This is an optimization exercise on Yosys and OpenROAD, whose aim is a short achievable clock period and few clock cycles, not a production implementation. RTL that was checked went through simulation tests only; none was proved equivalent to the original. Power and IR drop assume default switching activity.

==> job 1113 <==
==> flow/design.v <==
module pipeline_top(clk,rst,imem_addr,imem_rdata,dmem_addr,dmem_wdata,dmem_wstrb,dmem_rdata);
    input clk,rst;
    output [31:0] imem_addr;
    input [31:0] imem_rdata;
    output [31:0] dmem_addr,dmem_wdata;
    output [3:0] dmem_wstrb;
    input [31:0] dmem_rdata;
    localparam OP_R    = 7'b0110011;
    localparam OP_I    = 7'b0010011;
    localparam OP_L    = 7'b0000011;
    localparam OP_S    = 7'b0100011;
    localparam OP_B    = 7'b1100011;
    localparam OP_JAL  = 7'b1101111;
    localparam OP_JALR = 7'b1100111;
    reg [31:0] pc_f;                         
    reg [31:0] ir_d, pc_d;                   
    reg [31:0] s1_d, s2_d;                   
    reg        v_d, pt_d;
    reg [31:0] a_x, b_x, sd_x;               
    reg [4:0]  sh_x;                         
    reg [31:0] ca_x, cb_x;                   
    reg [31:0] alt_x, link_x;                
    reg        brv_x, brlt_x, k_x, mjr_x, jr_x, lk_x, ld_x, st_x, wen_x, sub_x, sra_x;
    reg [2:0]  f3_x, aop_x;
    reg [4:0]  rd_x;
    reg [31:0] res_m, wdata_m;               
    reg [3:0]  wstrb_m;
    reg        wen_m, ld_m;
    reg [3:0]  b0_m, sg_m;                   
    reg        b1l_m, b1h_m, b1e_m, b2w_m, b2e_m;
    reg [4:0]  rd_m;
    reg [31:0] rf [0:31];                    
    wire [31:0] in_f  = imem_rdata;
    wire        f_jal = in_f[6:0] == OP_JAL;
    wire        f_bt  = (in_f[6:0] == OP_B) & (in_f[31] | (in_f[14:12] == 3'b001)) &
                        (in_f[14] | ~in_f[13]);
    wire        f_jr0 = (in_f[6:0] == OP_JALR) & (in_f[19:15] == 5'd0);
    wire [31:0] f_tj  = pc_f + {{12{in_f[31]}}, in_f[19:12], in_f[20], in_f[30:21], 1'b0};
    wire [31:0] f_tb  = pc_f + {{20{in_f[31]}}, in_f[7], in_f[30:25], in_f[11:8], 1'b0};
    wire [31:0] f_tr  = {{20{in_f[31]}}, in_f[31:21], 1'b0};
    wire [31:0] f_pc4 = pc_f + 32'd4;
    wire        f_pred = f_jal | f_bt | f_jr0;
    wire [31:0] f_next = f_jal ? f_tj : f_bt ? f_tb : f_jr0 ? f_tr : f_pc4;
    wire [31:0] f_s1  = 32'd1 << in_f[19:15];
    wire [31:0] f_s2  = 32'd1 << in_f[24:20];
    wire [6:0] op  = ir_d[6:0];
    wire [2:0] f3  = ir_d[14:12];
    wire [4:0] rs1 = ir_d[19:15];
    wire [4:0] rs2 = ir_d[24:20];
    wire [4:0] rd  = ir_d[11:7];
    wire d_r   = op == OP_R;
    wire d_i   = op == OP_I;
    wire d_l   = op == OP_L;
    wire d_s   = op == OP_S;
    wire d_b   = op == OP_B;
    wire d_jal = op == OP_JAL;
    wire d_jr  = op == OP_JALR;
    wire d_alu  = d_r | d_i;
    wire d_link = d_jal | d_jr;
    wire [31:0] immI = {{20{ir_d[31]}}, ir_d[31:20]};
    wire [31:0] immS = {{20{ir_d[31]}}, ir_d[31:25], ir_d[11:7]};
    wire [31:0] immB = {{20{ir_d[31]}}, ir_d[7], ir_d[30:25], ir_d[11:8], 1'b0};
    reg [31:0] r1, r2;
    integer i;
    always @(*) begin
        r1 = 32'd0;
        r2 = 32'd0;
        for (i = 1; i < 32; i = i + 1) begin
            r1 = r1 | ({32{s1_d[i]}} & rf[i]);
            r2 = r2 | ({32{s2_d[i]}} & rf[i]);
        end
    end
    wire [31:0] res_x;                       
    wire [31:0] res_w;                       
    wire fx1 = wen_x & (rd_x == rs1);
    wire fx2 = wen_x & (rd_x == rs2);
    wire fm1 = wen_m & (rd_m == rs1);
    wire fm2 = wen_m & (rd_m == rs2);
    wire [31:0] o1 = fx1 ? res_x : fm1 ? res_w : r1;
    wire [31:0] o2 = fx2 ? res_x : fm2 ? res_w : r2;
    wire use1  = d_r | d_i | d_l | d_s | d_b | d_jr;
    wire use2  = d_r | d_s | d_b;
    wire stall = v_d & ld_x & ((use1 & fx1) | (use2 & fx2));
    wire [31:0] bsub = sub_x ? ~b_x : b_x;
    wire [32:0] sum  = {1'b0, a_x} + {1'b0, bsub} + {32'd0, sub_x};
    wire        ltu  = ~sum[32];
    wire        lt   = (a_x[31] ^ b_x[31]) ? a_x[31] : ~sum[32];
    wire [31:0] sll  = a_x << sh_x;
    wire [31:0] srx  = $signed({sra_x & a_x[31], a_x}) >>> sh_x;
    reg  [31:0] alu;
    always @(*) begin
        case (aop_x)
            3'b000: alu = sum[31:0];
            3'b001: alu = sll;
            3'b010: alu = {31'd0, lt};
            3'b011: alu = {31'd0, ltu};
            3'b100: alu = a_x ^ b_x;
            3'b101: alu = srx;
            3'b110: alu = a_x | b_x;
            default: alu = a_x & b_x;
        endcase
    end
    assign res_x = lk_x ? link_x : alu;
    wire        c_eq  = ca_x == cb_x;
    wire        c_lt  = ca_x < cb_x;
    wire        mis   = mjr_x | (brv_x & ((brlt_x ? c_lt : c_eq) ^ k_x));
    wire [31:0] x_tgt = jr_x ? {sum[31:1], 1'b0} : alt_x;
    reg [3:0]  st_strb;
    reg [31:0] st_data;
    always @(*) begin
        case (f3_x)
            3'b000: begin st_strb = 4'b0001 << sum[1:0];            st_data = {4{sd_x[7:0]}};  end
            3'b001: begin st_strb = sum[1] ? 4'b1100 : 4'b0011;     st_data = {2{sd_x[15:0]}}; end
            3'b010: begin st_strb = 4'b1111;                        st_data = sd_x;            end
            default: begin st_strb = 4'b0000;                       st_data = sd_x;            end
        endcase
    end
    wire       lb   = ~f3_x[1] & ~f3_x[0] & ~(f3_x == 3'b110);    
    wire       lh   = ~f3_x[1] &  f3_x[0] & ~(f3_x == 3'b111);    
    wire       lsgn = ~f3_x[2];
    wire [3:0] a1h  = 4'b0001 << sum[1:0];
    wire [3:0] l_b0 = ~ld_x ? 4'b0000 : lb ? a1h : lh ? (sum[1] ? 4'b0100 : 4'b0001) : 4'b0001;
    wire [3:0] l_sg = (ld_x & lsgn & lb) ? a1h : (ld_x & lsgn & lh) ? (sum[1] ? 4'b1000 : 4'b0010) : 4'b0000;
    wire [7:0] in0 = dmem_rdata[7:0];
    wire [7:0] in1 = dmem_rdata[15:8];
    wire [7:0] in2 = dmem_rdata[23:16];
    wire [7:0] in3 = dmem_rdata[31:24];
    wire       sgn = |(sg_m & {in3[7], in2[7], in1[7], in0[7]});
    wire       rr  = ~ld_m;
    wire [7:0] w0  = ({8{b0_m[0]}} & in0) | ({8{b0_m[1]}} & in1) | ({8{b0_m[2]}} & in2) |
                     ({8{b0_m[3]}} & in3) | ({8{rr}} & res_m[7:0]);
    wire [7:0] w1  = ({8{b1l_m}} & in1) | ({8{b1h_m}} & in3) | ({8{b1e_m}} & {8{sgn}}) |
                     ({8{rr}} & res_m[15:8]);
    wire [15:0] w2 = ({16{b2w_m}} & dmem_rdata[31:16]) | ({16{b2e_m}} & {16{sgn}}) |
                     ({16{rr}} & res_m[31:16]);
    assign res_w = {w2, w1, w0};
    always @(posedge clk) begin
        if (wen_m)
            rf[rd_m] <= res_w;
    end
    wire go_d = v_d & ~stall & ~mis;         
    wire sgnb = d_b & f3[2] & ~f3[1];        
    always @(posedge clk or negedge rst) begin
        if (rst == 1'b0) begin
            pc_f    <= 32'd0;
            v_d     <= 1'b0;
            wen_x   <= 1'b0;
            brv_x   <= 1'b0;
            mjr_x   <= 1'b0;
            st_x    <= 1'b0;
            wen_m   <= 1'b0;
            wstrb_m <= 4'b0000;
        end else begin
            if (mis)
                pc_f <= x_tgt;
            else if (!stall)
                pc_f <= f_next;
            if (mis)
                v_d <= 1'b0;
            else if (!stall)
                v_d <= 1'b1;
            wen_x   <= go_d & (d_alu | d_l | d_link) & (rd != 5'd0);
            brv_x   <= go_d & d_b & (f3[2] | ~f3[1]);
            mjr_x   <= go_d & d_jr & ~pt_d;
            st_x    <= go_d & d_s;
            wen_m   <= wen_x;
            wstrb_m <= st_x ? st_strb : 4'b0000;
        end
    end
    always @(posedge clk) begin
        if (!stall) begin
            ir_d <= in_f;
            pc_d <= pc_f;
            pt_d <= f_pred;
            s1_d <= f_s1;
            s2_d <= f_s2;
        end
        a_x    <= o1;
        b_x    <= (d_r | d_b) ? o2 : d_s ? immS : immI;
        sh_x   <= d_r ? o2[4:0] : d_i ? immI[4:0] : 5'd0;
        sd_x   <= o2;
        ca_x   <= {o1[31] ^ sgnb, o1[30:0]};
        cb_x   <= {o2[31] ^ sgnb, o2[30:0]};
        alt_x  <= pt_d ? (pc_d + 32'd4) : (pc_d + immB);
        link_x <= pc_d + 32'd4;
        brlt_x <= f3[2];
        k_x    <= f3[0] ^ pt_d;
        jr_x   <= d_jr;
        lk_x   <= d_link;
        ld_x   <= go_d & d_l;
        sub_x  <= d_b | (d_alu & ((f3 == 3'b010) | (f3 == 3'b011))) | (d_r & ir_d[30] & (f3 == 3'b000));
        sra_x  <= ir_d[30];
        f3_x   <= f3;
        aop_x  <= d_alu ? f3 : 3'b000;
        rd_x   <= rd;
        res_m   <= res_x;
        wdata_m <= st_data;
        ld_m    <= ld_x;
        b0_m    <= l_b0;
        sg_m    <= l_sg;
        b1l_m   <= ld_x & ~lb & ~(lh & sum[1]);
        b1h_m   <= ld_x & lh & sum[1];
        b1e_m   <= ld_x & lb;
        b2w_m   <= ld_x & ~lb & ~lh;
        b2e_m   <= ld_x & (lb | lh);
        rd_m    <= rd_x;
    end
    assign imem_addr  = pc_f;
    assign dmem_addr  = res_m;
    assign dmem_wdata = wdata_m;
    assign dmem_wstrb = wstrb_m;
endmodule
==> flow/flow/run.sh <==
#!/bin/bash
set -euo pipefail
sed -i '/^export SETUP_SLACK_MARGIN/d' config.mk
echo "export SETUP_SLACK_MARGIN = 6.5" >> config.mk
bash standard.sh > flow.log 2>&1
==> flow/standard.sh <==
#!/bin/bash
# synth_recipe.tcl (not shown) runs the flow's synth.tcl, then flattens the netlist and writes it again
# the make line also repeats each setting of config.mk as NAME=value (left out here)
make -C /OpenROAD-flow-scripts/flow DESIGN_CONFIG=/design/flow/config.mk WORK_HOME=/design/flow/orfs CLKGATE_MAP_FILE= SYNTH_SCRIPT=/design/flow/synth_recipe.tcl "${@:-finish}"
==> flow/config.mk <==
export PLATFORM = sky130hd
export DESIGN_NAME = pipeline_top
export DESIGN_NICKNAME = pipeline_top
export VERILOG_FILES = /design/flow/design.v
export SDC_FILE = /design/flow/constraint.sdc
export NUM_CORES = 4
export LEC_CHECK = 0
export CAP_MARGIN = 20
export CORE_MARGIN = 2
export CORE_UTILIZATION = 40
export SLEW_MARGIN = 20
export SETUP_SLACK_MARGIN = 6.5
==> flow/constraint.sdc <==
create_clock -name core_clock -period 10.0 [get_ports {clk}]
set_input_delay 2.0000 -clock core_clock [delete_from_list [all_inputs] [get_ports {clk}]]
set_output_delay 2.0000 -clock core_clock [all_outputs]
set_load 0.01 [all_outputs]
==> job 4001 (differences from job 1113) <==
==> flow/design.v, changed modules only <==
module pipeline_top(clk,rst,imem_addr,imem_rdata,dmem_addr,dmem_wdata,dmem_wstrb,dmem_rdata);
    input clk,rst;
    output [31:0] imem_addr;
    input [31:0] imem_rdata;
    output [31:0] dmem_addr,dmem_wdata;
    output [3:0] dmem_wstrb;
    input [31:0] dmem_rdata;
    localparam OP_R    = 7'b0110011;
    localparam OP_I    = 7'b0010011;
    localparam OP_L    = 7'b0000011;
    localparam OP_S    = 7'b0100011;
    localparam OP_B    = 7'b1100011;
    localparam OP_JAL  = 7'b1101111;
    localparam OP_JALR = 7'b1100111;
    reg [31:0] pc_f;                         
    reg [31:0] ir_d, pc_d;                   
    reg        v_d, pt_d;
    reg [31:0] a_x, b_x, sd_x;               
    reg [31:0] tgt_x, link_x;                
    reg        v_x, pt_x;
    reg        br_x, jr_x, lk_x, ld_x, st_x, wen_x, sub_x, sra_x;
    reg [2:0]  f3_x, aop_x;
    reg [4:0]  rd_x;
    reg [31:0] res_m, wdata_m;               
    reg [3:0]  wstrb_m;
    reg        wen_m, ld_m;
    reg [2:0]  f3_m;
    reg [4:0]  rd_m;
    reg [31:0] rf [0:31];                    
    wire [31:0] in_f  = imem_rdata;
    wire        f_jal = in_f[6:0] == OP_JAL;
    wire        f_bt  = (in_f[6:0] == OP_B) & (in_f[31] | (in_f[14:12] == 3'b001));
    wire        f_jr0 = (in_f[6:0] == OP_JALR) & (in_f[19:15] == 5'd0);
    wire [31:0] f_tj  = pc_f + {{12{in_f[31]}}, in_f[19:12], in_f[20], in_f[30:21], 1'b0};
    wire [31:0] f_tb  = pc_f + {{20{in_f[31]}}, in_f[7], in_f[30:25], in_f[11:8], 1'b0};
    wire [31:0] f_tr  = {{20{in_f[31]}}, in_f[31:21], 1'b0};
    wire [31:0] f_pc4 = pc_f + 32'd4;
    wire        f_pred = f_jal | f_bt | f_jr0;
    wire [31:0] f_next = f_jal ? f_tj : f_bt ? f_tb : f_jr0 ? f_tr : f_pc4;
    wire [6:0] op  = ir_d[6:0];
    wire [2:0] f3  = ir_d[14:12];
    wire [4:0] rs1 = ir_d[19:15];
    wire [4:0] rs2 = ir_d[24:20];
    wire [4:0] rd  = ir_d[11:7];
    wire d_r   = op == OP_R;
    wire d_i   = op == OP_I;
    wire d_l   = op == OP_L;
    wire d_s   = op == OP_S;
    wire d_b   = op == OP_B;
    wire d_jal = op == OP_JAL;
    wire d_jr  = op == OP_JALR;
    wire d_alu  = d_r | d_i;
    wire d_link = d_jal | d_jr;
    wire [31:0] immI = {{20{ir_d[31]}}, ir_d[31:20]};
    wire [31:0] immS = {{20{ir_d[31]}}, ir_d[31:25], ir_d[11:7]};
    wire [31:0] immB = {{20{ir_d[31]}}, ir_d[7], ir_d[30:25], ir_d[11:8], 1'b0};
    wire [31:0] r1 = (rs1 == 5'd0) ? 32'd0 : rf[rs1];
    wire [31:0] r2 = (rs2 == 5'd0) ? 32'd0 : rf[rs2];
    wire [31:0] res_x;                       
    wire [31:0] res_w;                       
    wire fx1 = wen_x & (rd_x == rs1);
    wire fx2 = wen_x & (rd_x == rs2);
    wire fm1 = wen_m & (rd_m == rs1);
    wire fm2 = wen_m & (rd_m == rs2);
    wire [31:0] o1 = fx1 ? res_x : fm1 ? res_w : r1;
    wire [31:0] o2 = fx2 ? res_x : fm2 ? res_w : r2;
    wire use1  = d_r | d_i | d_l | d_s | d_b | d_jr;
    wire use2  = d_r | d_s | d_b;
    wire stall = v_d & ld_x & ((use1 & fx1) | (use2 & fx2));
    wire [31:0] bsub = sub_x ? ~b_x : b_x;
    wire [32:0] sum  = {1'b0, a_x} + {1'b0, bsub} + {32'd0, sub_x};
    wire        ltu  = ~sum[32];
    wire        lt   = (a_x[31] ^ b_x[31]) ? a_x[31] : ~sum[32];
    wire        eq   = a_x == b_x;
    wire [31:0] sll  = a_x << b_x[4:0];
    wire [31:0] srx  = $signed({sra_x & a_x[31], a_x}) >>> b_x[4:0];
    reg  [31:0] alu;
    always @(*) begin
        case (aop_x)
            3'b000: alu = sum[31:0];
            3'b001: alu = sll;
            3'b010: alu = {31'd0, lt};
            3'b011: alu = {31'd0, ltu};
            3'b100: alu = a_x ^ b_x;
            3'b101: alu = srx;
            3'b110: alu = a_x | b_x;
            default: alu = a_x & b_x;
        endcase
    end
    assign res_x = lk_x ? link_x : alu;
    reg bt;
    always @(*) begin
        case (f3_x)
            3'b000:  bt = eq;
            3'b001:  bt = ~eq;
            3'b100:  bt = lt;
            3'b101:  bt = ~lt;
            3'b110:  bt = ltu;
            3'b111:  bt = ~ltu;
            default: bt = 1'b0;
        endcase
    end
    wire        mis   = v_x & ((br_x & (bt ^ pt_x)) | (jr_x & ~pt_x));
    wire [31:0] x_tgt = jr_x ? {sum[31:1], 1'b0} : bt ? tgt_x : link_x;
    reg [3:0]  st_strb;
    reg [31:0] st_data;
    always @(*) begin
        case (f3_x)
            3'b000: begin st_strb = 4'b0001 << sum[1:0];            st_data = {4{sd_x[7:0]}};  end
            3'b001: begin st_strb = sum[1] ? 4'b1100 : 4'b0011;     st_data = {2{sd_x[15:0]}}; end
            3'b010: begin st_strb = 4'b1111;                        st_data = sd_x;            end
            default: begin st_strb = 4'b0000;                       st_data = sd_x;            end
        endcase
    end
    wire [31:0] ldb = dmem_rdata >> {res_m[1:0], 3'b000};
    wire [31:0] ldh = dmem_rdata >> {res_m[1], 4'b0000};
    reg  [31:0] ldv;
    always @(*) begin
        case (f3_m)
            3'b000:  ldv = {{24{ldb[7]}}, ldb[7:0]};
            3'b001:  ldv = {{16{ldh[15]}}, ldh[15:0]};
            3'b100:  ldv = {24'd0, ldb[7:0]};
            3'b101:  ldv = {16'd0, ldh[15:0]};
            default: ldv = dmem_rdata;
        endcase
    end
    assign res_w = ld_m ? ldv : res_m;
    always @(posedge clk) begin
        if (wen_m)
            rf[rd_m] <= res_w;
    end
    wire go_d = v_d & ~stall & ~mis;         
    always @(posedge clk or negedge rst) begin
        if (rst == 1'b0) begin
            pc_f    <= 32'd0;
            v_d     <= 1'b0;
            v_x     <= 1'b0;
            wen_x   <= 1'b0;
            wen_m   <= 1'b0;
            wstrb_m <= 4'b0000;
        end else begin
            if (mis)
                pc_f <= x_tgt;
            else if (!stall)
                pc_f <= f_next;
            if (mis)
                v_d <= 1'b0;
            else if (!stall)
                v_d <= 1'b1;
            v_x     <= go_d;
            wen_x   <= go_d & (d_alu | d_l | d_link) & (rd != 5'd0);
            wen_m   <= wen_x;
            wstrb_m <= (v_x & st_x) ? st_strb : 4'b0000;
        end
    end
    always @(posedge clk) begin
        if (!stall) begin
            ir_d <= in_f;
            pc_d <= pc_f;
            pt_d <= f_pred;
        end
        a_x    <= o1;
        b_x    <= (d_r | d_b) ? o2 : d_s ? immS : immI;
        sd_x   <= o2;
        tgt_x  <= pc_d + immB;
        link_x <= pc_d + 32'd4;
        pt_x   <= pt_d;
        br_x   <= d_b;
        jr_x   <= d_jr;
        lk_x   <= d_link;
        ld_x   <= d_l;
        st_x   <= d_s;
        sub_x  <= d_b | (d_alu & ((f3 == 3'b010) | (f3 == 3'b011))) | (d_r & ir_d[30] & (f3 == 3'b000));
        sra_x  <= ir_d[30];
        f3_x   <= f3;
        aop_x  <= d_alu ? f3 : 3'b000;
        rd_x   <= rd;
        res_m   <= res_x;
        wdata_m <= st_data;
        ld_m    <= ld_x;
        f3_m    <= f3_x;
        rd_m    <= rd_x;
    end
    assign imem_addr  = pc_f;
    assign dmem_addr  = res_m;
    assign dmem_wdata = wdata_m;
    assign dmem_wstrb = wstrb_m;
endmodule
==> flow/run.sh (new file) <==
#!/bin/bash
# synth_recipe.tcl (not shown) runs the flow's synth.tcl, then flattens the netlist and writes it again
# the make line also repeats each setting of config.mk as NAME=value (left out here)
make -C /OpenROAD-flow-scripts/flow DESIGN_CONFIG=/design/flow/config.mk WORK_HOME=/design/flow/orfs CLKGATE_MAP_FILE= SYNTH_SCRIPT=/design/flow/synth_recipe.tcl finish
Settings changed: SETUP_SLACK_MARGIN 6.5 to 5.
removed: flow/flow/run.sh
removed: flow/standard.sh
==> qor summary <==
                                                                      job 4001     job 1113
Sequential-to-total area share from yosys stat                           0.528        0.569
Xor and xnor area share after synthesis                                 0.0212       0.0243
Total met2 wirelength after detailed routing                            125 mm       141 mm
Cell internal power dissipation                                        12.3 mW      13.2 mW
Fraction of final layout cells with drive strength greater than 1        0.233        0.221
Instance area at placement                                         78500 sq um  75600 sq um
Fill cell instance count of the final layout                             16000        15400
Highest achievable clock rate                                          198 MHz      258 MHz
Endpoint of the lowest-slack register-to-register path                  b_x[0]      b_x[24]
Maximum number of pins on one net before global-route repair               111           80
Diodes inserted                                                              2            7
Fraction of the mapped netlist area in simple logic gates               0.0597       0.0899
Number of buffers inserted during clock tree synthesis                     150          154
Outcome                                               timing/DRC/antenna clean  timing/DRC/antenna clean
Layout non-clock buf frac                                               0.0330       0.0656
Number of flops mapped to enable cells by yosys                           1089         1119
Placed Cells                                                              7555         8195
Length of routed met3 wiring                                           22.1 mm      61.6 mm
Leakage power summed over all cells                                    28.8 nW      30.4 nW
Setup ws final                                                         4.96 ns      6.13 ns
Footprint of the flip-flops and latches                            39000 sq um  40100 sq um
Period minus WS final                                                  5.04 ns      3.87 ns
Pre-CTS setup slack                                                    4.14 ns      4.39 ns
Global-route wire length before repair                                  366 mm       485 mm
Testbench counts of job 4001, summed over its fixed seeds: cycles 28,722.
For job 1113, only the layout was checked, not whether the RTL still works.

==> port drivers added, routing unchanged <==
No port has a modelled driver above. Below, the same layouts with a new extraction and two added sets of constraints. Step 1: set_driving_cell puts a clkbuf_16 on clk and a buf_2 on each other input, an assumption about the parent block. Step 2 also shifts input and output timing later by t, the mid clock arrival at the registers, as if the neighbouring blocks saw the same clock. Three values: ideal, step 1, step 2; two values: the first two.
run | shift t [ns] | slack for setup (ns) | latest minus earliest clock arrival (ns) | slew at the worst register clock pin (ns) | cell pins on the clock port's net
job 1113 | 0.897 | 6.128 / 6.072 / 5.288 | 0.069 / 0.070 | 0.07 / 0.07 | 1
job 4001 | 0.887 | 4.956 / 5.004 / 4.117 | 0.049 / 0.049 | 0.07 / 0.07 | 1
After both steps setup and hold are still met in every run listed. For job 1113, which loses most, drivers alone change the setup slack by -0.056 ns; drivers and shift together by -0.840 ns.
